From an optimization exercise on the open Yosys and OpenROAD flow, aimed at small area, a short achievable clock period and few clock cycles; shortcuts taken in it are not production practice.
Function was checked by simulation only, so behaviour that the tests miss may differ from the original.
Power figures rest on the tool's default switching activity, not on a simulated workload.

== v6 ==
Design topmodule, start of the top module:
module topmodule (
    input clk,
    input en,reset,
    output [31:0] imem_addr,
    input  [31:0] imem_rdata,
    output [31:0] dmem_addr,
    output [31:0] dmem_wdata,
    output dmem_we,
    input  [31:0] dmem_rdata,
    output halted
);
export LEC_CHECK = 0
export CAP_MARGIN = 20
export CORE_MARGIN = 2
export CORE_UTILIZATION = 40
export PLACE_DENSITY = 0.6
export SETUP_SLACK_MARGIN = 0.15
export SLEW_MARGIN = 20
export BUFFER_PORTS_ARGS = -buffer_cell sky130_fd_sc_hd__buf_2
export CTS_ARGS = -sink_clustering_enable -repair_clock_nets -dont_use_dummy_load
create_clock -name core_clock -period 5.5 [get_ports {clk}]
standard.sh (not shown) runs the stock make flow with config.mk's settings and CLKGATE_MAP_FILE= SYNTH_SCRIPT=/design/flow/synth_recipe.tcl, a recipe that flattens the netlist after the stock synthesis.
==> flow/flow/run.sh <==
#!/bin/bash
# Standard layout (the standard.sh, unchanged synthesis) with extra ORFS
# settings from flow/extra.mk appended to the config: plain buffers on the
# ports instead of the default delay-cell buffers, and no dummy loads in the
# clock tree.
set -euo pipefail
cat flow/extra.mk >> config.mk
bash standard.sh > standard.log 2>&1
==> flow/flow/extra.mk <==
export BUFFER_PORTS_ARGS = -buffer_cell sky130_fd_sc_hd__buf_2
export CTS_ARGS = -sink_clustering_enable -repair_clock_nets -dont_use_dummy_load
Testbench counts of v6, summed over its fixed seeds: cycles 73,073.
--- input diff v6..v7 ---
diff --git a/flow/design.v b/flow/design.v
--- a/flow/design.v
+++ b/flow/design.v
@@ -20,38 +20,47 @@
     reg        ac2, as2;     
     reg        cin2;         
     reg [3:0]  f2;           
     reg [4:0]  w2;           
     reg        wen2;         
     reg        ld2, st2, push2, pop2, call2, ret2;
     reg        br2;          
     reg        pred2;        
     reg [2:0]  c2;           
     reg        retd2;        
     wire [32:0] sum33 = {a2, 1'b1} + {b2, cin2};
     wire [31:0] sum = sum33[32:1];
-    reg [31:0] res;
+    reg  [3:0]  lut2;        
     always @(*) begin
         case (f2)
-            4'd0, 4'd1, 4'd9, 4'd10: res = sum;
-            4'd2: res = a2 & b2;
-            4'd3: res = a2 | b2;
-            4'd4: res = a2 ^ b2;
-            4'd5: res = ~a2;
-            4'd6: res = b2[0] ? {a2[30:0], 1'b0} : a2;
-            4'd7: res = b2[0] ? {a2[31], a2[31:1]} : a2;
-            4'd8: res = b2[0] ? {1'b0, a2[31:1]} : a2;
-            4'd11: res = a2;
-            default: res = 32'd0;
+            4'd2: lut2 = 4'b1000;
+            4'd3: lut2 = 4'b1110;
+            4'd4: lut2 = 4'b0110;
+            4'd5: lut2 = 4'b0011;
+            4'd6, 4'd7, 4'd8, 4'd11: lut2 = 4'b1100;
+            default: lut2 = 4'b0000;
         endcase
+    end
+    wire        arith = (f2 == 4'd0) | (f2 == 4'd1) | (f2 == 4'd9) | (f2 == 4'd10);
+    wire        shl   = (f2 == 4'd6) & b2[0];
+    wire        shr   = ((f2 == 4'd7) | (f2 == 4'd8)) & b2[0];
+    wire        fill  = (f2 == 4'd7) & a2[31];
+    reg  [31:0] res;
+    integer j;
+    always @(*) begin
+        for (j = 0; j < 32; j = j + 1)
+            res[j] = arith ? sum[j] :
+                     shl ? ((j == 0) ? 1'b0 : a2[(j + 31) % 32]) :
+                     shr ? ((j == 31) ? fill : a2[(j + 1) % 32]) :
+                     lut2[{a2[j], b2[j]}];
     end
     function [29:0] inc30(input [29:0] x);
         integer i;
         for (i = 0; i < 30; i = i + 1)
             inc30[i] = x[i] ^ (&(x | ~({30{1'b1}} >> (30 - i))));
     endfunction
     function [29:0] dec30(input [29:0] x);
         integer i;
         for (i = 0; i < 30; i = i + 1)
             dec30[i] = x[i] ^ ~(|(x & ({30{1'b1}} >> (30 - i))));
     endfunction
     wire [31:0] spp4 = {inc30(sp[31:2]), sp[1:0]};
## What came out
v7 — met2 track utilization from global routing 0.40 points lower, v6 as reference. Looking at first-pass iteration count of the detailed router, v7 sits 3 below v6. Between v7 and v6, clock power share is lower for v7, v6 comes in above that. Of v7 and v6, the run reporting the lower critical path depth was v7. Compared to v6, the number of flip-flops in v7 is higher. Looking at v7 and v6, the clock buffer and inverter area fraction after layout is a wash. When the final numbers for v7 and v6 were put side by side, the internal power consumption turned out to be greater in v7.
Testbench counts of v7, summed over its fixed seeds: cycles 73,073.

## re-timing with driven ports
The results above use ideal ports. As a check the final layouts listed here were re-extracted and re-timed, cells and wires unchanged. Step 1, drivers: a clkbuf_16 drives clk and a buf_2 each remaining input, both assumed. Step 2 times the ports against the registers' clock, not the clock port: input delays grow and output delays shrink by t, the midpoint of the rising clock arrivals with the driver on. Three values: ideal, step 1, step 2; two values: the first two.
run | t, ns | setup slack, ns | hold WS [ns] | cell pins on the clock port's net
v6 | 0.696 | 0.323 / 0.323 / -0.324 | 0.545 / 0.545 / 0.545 | 1
v7 | 0.680 | 0.148 / 0.148 / -0.304 | 0.617 / 0.617 / 0.617 | 1
With both steps, setup timing fails in v6 and v7, where it was met with ideal ports. The setup slack of v6, which loses most, moves by 0.000 ns with the drivers and by -0.647 ns with both steps.
